Source: an optimization exercise on an open RTL-to-GDS flow (aim: a short achievable clock period and few clock cycles). Production flows keep margins and buffers that such runs may drop.
The RTL was checked by simulation tests, not by an equivalence proof against the original design.

==> build 3 <==
Design core, start of the top module:
module core(
    input  logic        clk,
    input  logic        reset,
    input  logic [31:0] reset_pc,
    output logic        imem_valid,
    output logic [31:0] imem_addr,
    input  logic        imem_ready,
    input  logic        imem_rvalid,
    input  logic [31:0] imem_rdata,
    output logic        dmem_valid,
    output logic [31:0] dmem_addr,
    output logic [31:0] dmem_wdata,
    output logic [3:0]  dmem_rmask,
    output logic [3:0]  dmem_wmask,
    input  logic        dmem_ready,
    input  logic        dmem_rvalid,
    input  logic [31:0] dmem_rdata
);
Settings: LEC_CHECK=0, CAP_MARGIN=20, CORE_MARGIN=2, CORE_UTILIZATION=40, PLACE_DENSITY=0.45, SETUP_SLACK_MARGIN=5, SLEW_MARGIN=20, TNS_END_PERCENT=100; clock period 10.0 ns.
run.sh (not shown) runs the stock make flow with config.mk's settings and CLKGATE_MAP_FILE= SYNTH_SCRIPT=/design/flow/synth_recipe.tcl, a recipe that flattens the netlist after the stock synthesis.
==> inputs of trial 52, as changes to build 3 <==
--- a/flow/design.v
+++ b/flow/design.v
@@ -50,14 +50,14 @@
     output logic [3:0]  dmem_rmask,
     output logic [3:0]  dmem_wmask,
     input  logic        dmem_ready,
     input  logic        dmem_rvalid,
     input  logic [31:0] dmem_rdata
 );
-    logic        ev_slow, ev_fast, ev_dred, facc_q;
-    logic [31:0] cand_t, cand_t4, cand_d;
+    logic        ev_slow, ev_dred;
+    logic [31:0] cand_t, cand_d;
     logic [31:0] pc_seq;     
     logic [31:0] pc_dq;      
     logic [1:0]  out_cnt;    
     logic [1:0]  disc_cnt;   
     logic [1:0]  fq_cnt;
     logic [31:0] fq [0:2];
@@ -69,13 +69,12 @@
     logic [31:2] btb_tgt [0:3];
     logic [1:0]  btb_rr;
     logic [31:1] fq_oh2 [0:2];
     logic        e_valid;
     logic [31:0] e_target, e_link, e_pc, e_a, e_b, e_sd;
     logic        e_pred;     
-    logic        e_fast;     
     logic        e_btb;      
     logic        e_sub, e_alt;
     logic [2:0]  e_f3;
     logic        e_is_load, e_is_store, e_is_br, e_is_jal, e_is_jalr;
     logic        e_sel_add, e_sel_sll, e_sel_slt, e_sel_sltu, e_sel_xor,
                  e_sel_sr, e_sel_or, e_sel_and, e_sel_pcimm, e_sel_link;
@@ -116,24 +115,22 @@
     logic take, d_shift, redirect, hazard, d_redir, d_pred;
     logic [31:0] d_tgt;
     logic [31:0] target;
     logic f_acc, resp_ok, d_valid;
     logic [1:0] out_next;
     logic [31:0] pc_f, pc_d;
-    assign pc_f = ev_slow ? cand_t : ev_fast ? (facc_q ? cand_t4 : cand_t) :
-                  ev_dred ? cand_d : pc_seq;
-    assign pc_d = (ev_slow || ev_fast) ? cand_t : ev_dred ? cand_d : pc_dq;
-    logic        fast_redir, slow_redir;
-    logic [31:0] fast_tgt, fast_tgt4;
-    assign fast_tgt   = e_pred ? e_link : e_target;
-    assign fast_tgt4  = fast_tgt + 32'd4;
-    assign imem_addr  = fast_redir ? fast_tgt : pc_f;
+    assign pc_f = ev_slow ? cand_t : ev_dred ? cand_d : pc_seq;
+    assign pc_d = ev_slow ? cand_t : ev_dred ? cand_d : pc_dq;
+    assign imem_addr  = pc_f;
     assign imem_valid = ({1'b0, out_cnt} + {1'b0, fq_cnt}) < 3'd3;
     assign f_acc      = imem_valid && imem_ready;
     assign resp_ok    = imem_rvalid && (disc_cnt == 2'd0);
-    assign out_next   = out_cnt + {1'b0, f_acc} - {1'b0, imem_rvalid};
+    logic [1:0] out_inc, out_dec;
+    assign out_inc    = out_cnt + 2'd1;
+    assign out_dec    = out_cnt - 2'd1;
+    assign out_next   = (f_acc == imem_rvalid) ? out_cnt : (f_acc ? out_inc : out_dec);
     assign d_valid    = fq_cnt != 2'd0;
     logic        f_hit;
     logic [31:0] f_ptgt;
     always_comb begin
         f_hit  = 1'b0;
         f_ptgt = pc_f + 32'd4;
@@ -145,38 +142,34 @@
     end
     logic [1:0] fp_pos;
     assign fp_pos = out_cnt - {1'b0, imem_rvalid};
     always_ff @(posedge clk) begin
         for (int i = 0; i < 3; i++) begin
             if (f_acc && fp_pos == i[1:0])
-                fp[i] <= f_hit && !fast_redir;
+                fp[i] <= f_hit;
             else if (imem_rvalid)
                 fp[i] <= fp[(i < 2) ? i + 1 : i];
         end
     end
     always_ff @(posedge clk) begin
         cand_t  <= reset ? reset_pc : (e_pred ? e_link : target);
-        cand_t4 <= fast_tgt4;
         cand_d  <= d_tgt;
-        facc_q  <= f_acc;
         pc_seq  <= f_acc ? f_ptgt : pc_f;
         pc_dq   <= d_shift ? (d_pred ? d_tgt : pc_d + 32'd4) : pc_d;
         if (reset) begin
             ev_slow  <= 1'b1;
-            ev_fast  <= 1'b0;
             ev_dred  <= 1'b0;
             out_cnt  <= 2'd0;
             disc_cnt <= 2'd0;
             fq_cnt   <= 2'd0;
         end else begin
-            ev_slow <= slow_redir;
-            ev_fast <= fast_redir;
+            ev_slow <= redirect;
             ev_dred <= d_redir;
             out_cnt <= out_next;
             if (redirect || d_redir) begin
-                disc_cnt <= fast_redir ? out_next - {1'b0, f_acc} : out_next;
+                disc_cnt <= out_next;
                 fq_cnt   <= 2'd0;
             end else begin
                 if (imem_rvalid && disc_cnt != 2'd0) disc_cnt <= disc_cnt - 2'd1;
                 fq_cnt <= fq_cnt + {1'b0, resp_ok} - {1'b0, d_shift};
             end
         end
@@ -319,14 +312,12 @@
             3'b111:  cond = !ltu;
             default: cond = 1'b0;
         endcase
     end
     assign taken    = e_is_jal || e_is_jalr || (e_is_br && cond);
     assign redirect = e_valid && (taken != e_pred);
-    assign fast_redir = e_valid && e_fast && ((eq ^ e_f3[0]) != e_pred);
-    assign slow_redir = redirect && !e_fast;
     assign target   = e_is_jalr ? {sum[31:1], 1'b0} : e_target;
     logic [3:0] e_lanes;
     always_comb begin
         case (e_f3[1:0])
             2'b00:   e_lanes = 4'b0001 << sum[1:0];
             2'b01:   e_lanes = 4'b0011 << sum[1:0];
@@ -334,13 +325,12 @@
         endcase
     end
     always_ff @(posedge clk) begin
         if (reset) e_valid <= 1'b0;
         else       e_valid <= take;
         e_target  <= d_tgt;
-        e_fast    <= d_is_br && d_f3[2:1] == 2'b00;
         e_pc      <= pc_d;
         e_pred    <= d_pred || d_is_jal;
         e_btb     <= d_pred;
         e_link    <= pc_d + 32'd4;
         e_a       <= d_fa ? res : (d_is_lui ? 32'b0 : d_ra);
         e_b       <= (d_is_op || d_is_br) ? (d_fb ? res : d_rb) : d_imm;
@@ -364,21 +354,31 @@
         e_sel_and <= (d_is_op || d_is_opi) && d_f3 == 3'b111;
         e_sel_pcimm <= d_is_auipc;
         e_sel_link  <= d_is_jal || d_is_jalr;
         e_rd      <= d_rd;
         e_wen     <= d_wen && !d_is_load;
     end
+    logic        bi_valid;
+    logic [31:2] bi_tag, bi_tgt;
     always_ff @(posedge clk) begin
+        bi_tag <= e_pc[31:2];
+        bi_tgt <= e_target[31:2];
         if (reset) begin
+            bi_valid <= 1'b0;
             for (int i = 0; i < 4; i++) btb_v[i] <= 1'b0;
             btb_rr <= 2'd0;
-        end else if (e_valid && taken && !e_btb && (e_is_br || e_is_jal)) begin
-            btb_v[btb_rr]   <= 1'b1;
-            btb_tag[btb_rr] <= e_pc[31:2];
-            btb_tgt[btb_rr] <= e_target[31:2];
-            btb_rr <= btb_rr + 2'd1;
+        end else begin
+            bi_valid <= e_valid && taken && !e_btb && (e_is_br || e_is_jal);
+            if (bi_valid) begin
+                btb_v[btb_rr]   <= 1'b1;
+                btb_rr <= btb_rr + 2'd1;
+            end
+        end
+        if (bi_valid) begin
+            btb_tag[btb_rr] <= bi_tag;
+            btb_tgt[btb_rr] <= bi_tgt;
         end
     end
     always_ff @(posedge clk) begin
         if (reset) x_valid <= 1'b0;
         else       x_valid <= e_valid && e_wen;
         x_rd  <= e_rd;
==> flow/flow/run.sh (new file) <==
#!/bin/bash
# Layout flow: the standard flow (standard.sh, which runs the standard
# synthesis and the ORFS steps) with two settings changed through the
# environment:
#  - timing repair aims at a setup slack of SETUP_SLACK_MARGIN ns below the
#    (unchanged) 10 ns clock, so it keeps improving paths past 5 ns;
#  - the port buffers that ORFS inserts use buf_4 cells.
# make's output goes to flow_make.log; each ORFS step writes its own log
# under orfs/logs/.
set -uo pipefail
export SETUP_SLACK_MARGIN=7
export BUFFER_PORTS_ARGS="-buffer_cell sky130_fd_sc_hd__buf_4"
bash standard.sh > flow_make.log 2>&1
==> flow/standard.sh (new file) <==
#!/bin/bash
# synth_recipe.tcl (not shown) runs the flow's synth.tcl, then flattens the netlist and writes it again
# the make line also repeats each setting of config.mk as NAME=value (left out here)
make -C /OpenROAD-flow-scripts/flow DESIGN_CONFIG=/design/flow/config.mk WORK_HOME=/design/flow/orfs CLKGATE_MAP_FILE= SYNTH_SCRIPT=/design/flow/synth_recipe.tcl "${@:-finish}"
Settings changed: PLACE_DENSITY 0.45 to 0.5, SETUP_SLACK_MARGIN 5 to default.
removed: flow/run.sh
==> inputs of build 91, as changes to build 3 <==
--- a/flow/design.v
+++ b/flow/design.v
@@ -334,13 +334,13 @@
         endcase
     end
     always_ff @(posedge clk) begin
         if (reset) e_valid <= 1'b0;
         else       e_valid <= take;
         e_target  <= d_tgt;
-        e_fast    <= d_is_br && d_f3[2:1] == 2'b00;
+        e_fast    <= 1'b0;    
         e_pc      <= pc_d;
         e_pred    <= d_pred || d_is_jal;
         e_btb     <= d_pred;
         e_link    <= pc_d + 32'd4;
         e_a       <= d_fa ? res : (d_is_lui ? 32'b0 : d_ra);
         e_b       <= (d_is_op || d_is_br) ? (d_fb ? res : d_rb) : d_imm;
@@ -364,21 +364,29 @@
         e_sel_and <= (d_is_op || d_is_opi) && d_f3 == 3'b111;
         e_sel_pcimm <= d_is_auipc;
         e_sel_link  <= d_is_jal || d_is_jalr;
         e_rd      <= d_rd;
         e_wen     <= d_wen && !d_is_load;
     end
+    logic        bi_valid;
+    logic [31:2] bi_tag, bi_tgt;
     always_ff @(posedge clk) begin
+        bi_tag <= e_pc[31:2];
+        bi_tgt <= e_target[31:2];
         if (reset) begin
+            bi_valid <= 1'b0;
             for (int i = 0; i < 4; i++) btb_v[i] <= 1'b0;
             btb_rr <= 2'd0;
-        end else if (e_valid && taken && !e_btb && (e_is_br || e_is_jal)) begin
-            btb_v[btb_rr]   <= 1'b1;
-            btb_tag[btb_rr] <= e_pc[31:2];
-            btb_tgt[btb_rr] <= e_target[31:2];
-            btb_rr <= btb_rr + 2'd1;
+        end else begin
+            bi_valid <= e_valid && taken && !e_btb && (e_is_br || e_is_jal);
+            if (bi_valid) begin
+                btb_v[btb_rr]   <= 1'b1;
+                btb_tag[btb_rr] <= bi_tag;
+                btb_tgt[btb_rr] <= bi_tgt;
+                btb_rr <= btb_rr + 2'd1;
+            end
         end
     end
     always_ff @(posedge clk) begin
         if (reset) x_valid <= 1'b0;
         else       x_valid <= e_valid && e_wen;
         x_rd  <= e_rd;
Settings changed: PLACE_DENSITY 0.45 to 0.5.
==> impl_metrics.toml <==
[global_route]
grt_start_max_net_pins = 152
globalRouteTotalUtil_pct = 38.59
gr-usage-met3_pct = 14.04

[cells_and_area]
clk_share_pct = 7.001

[placement]
place_inst = 14710
place_hpwl_um = 369900

[drt]
met3_wirelength_um = 81440
met1Wirelength_um = 223900

[critical_path]
cp-endpoint = "e_sd[28]"

[run_status]
status = "no timing/DRC/antenna violations"

[power]
sequentialPower_w = 0.0159
seqPwrFrac_pct = 32.7

[synthesis]
synth_seq_area_share_pct = 55.87
syn_avg_cell_area_um2 = 10.84
-- figures above: build 91

==> impl_metrics.toml <==
[timing]
hold_slack_ns = 0.4455

[drt]
met1Wirelength_um = 253500
met3_wirelength_um = 87080

[synthesis]
synth_seq_area_share_pct = 53.50
syn_avg_cell_area_um2 = 10.49

[run_status]
status = "no timing/DRC/antenna violations"

[power]
seqPwrFrac_pct = 31.2
sequentialPower_w = 0.0157

[global_route]
gr-usage-met3_pct = 13.74
grt_start_max_net_pins = 145

[cells_and_area]
clk_share_pct = 6.729

[placement]
place_hpwl_um = 429200

[critical_path]
cp-endpoint = "imem_addr[20]"
-- figures above: build 3

==> impl_metrics.toml <==
[placement]
place_hpwl_um = 378600
place_inst = 14970

[cells_and_area]
clk_share_pct = 5.695

[critical_path]
cp-endpoint = "dmem_addr[11]"

[synthesis]
synth_seq_area_share_pct = 55.46

[power]
seqPwrFrac_pct = 27.3

[global_route]
gr-usage-met3_pct = 14.40

[drt]
met1Wirelength_um = 241400

[run_status]
status = "no timing/DRC/antenna violations"
-- figures above: trial 52

Testbench counts of build 3, summed over its fixed seeds: cycles 16,826.
Testbench counts of trial 52, summed over its fixed seeds: cycles 17,564.
Testbench counts of build 91, summed over its fixed seeds: cycles 17,564.

[what the ideal ports hide]
The results above use ideal ports. As a check the final layouts listed here were re-extracted and re-timed, cells and wires unchanged. Step 1: set_driving_cell puts a clkbuf_16 on clk and a buf_2 on each other input, an assumption about the parent block. Step 2 moves the port delays by t, midway between the first and last clock arrival at a register: inputs arrive t later, outputs are due t later. That takes back most of the time a late clock gives input paths. Three values: ideal, step 1, step 2; two values: the first two.
run	t, ns	setup WS [ns]	hold slack, ns	clock arrival spread, ns	worst data-port slew with drivers (ns)
build 3	1.026	3.519 / 3.415 / 4.177	0.445 / 0.445 / 0.445	0.064 / 0.064	0.08
trial 52	1.017	5.337 / 5.234 / 5.746	0.321 / 0.321 / 0.321	0.060 / 0.060	0.08
build 91	1.027	4.860 / 4.860 / 4.860	0.321 / 0.321 / 0.321	0.068 / 0.068	0.18
After both steps every run listed still meets setup and hold.
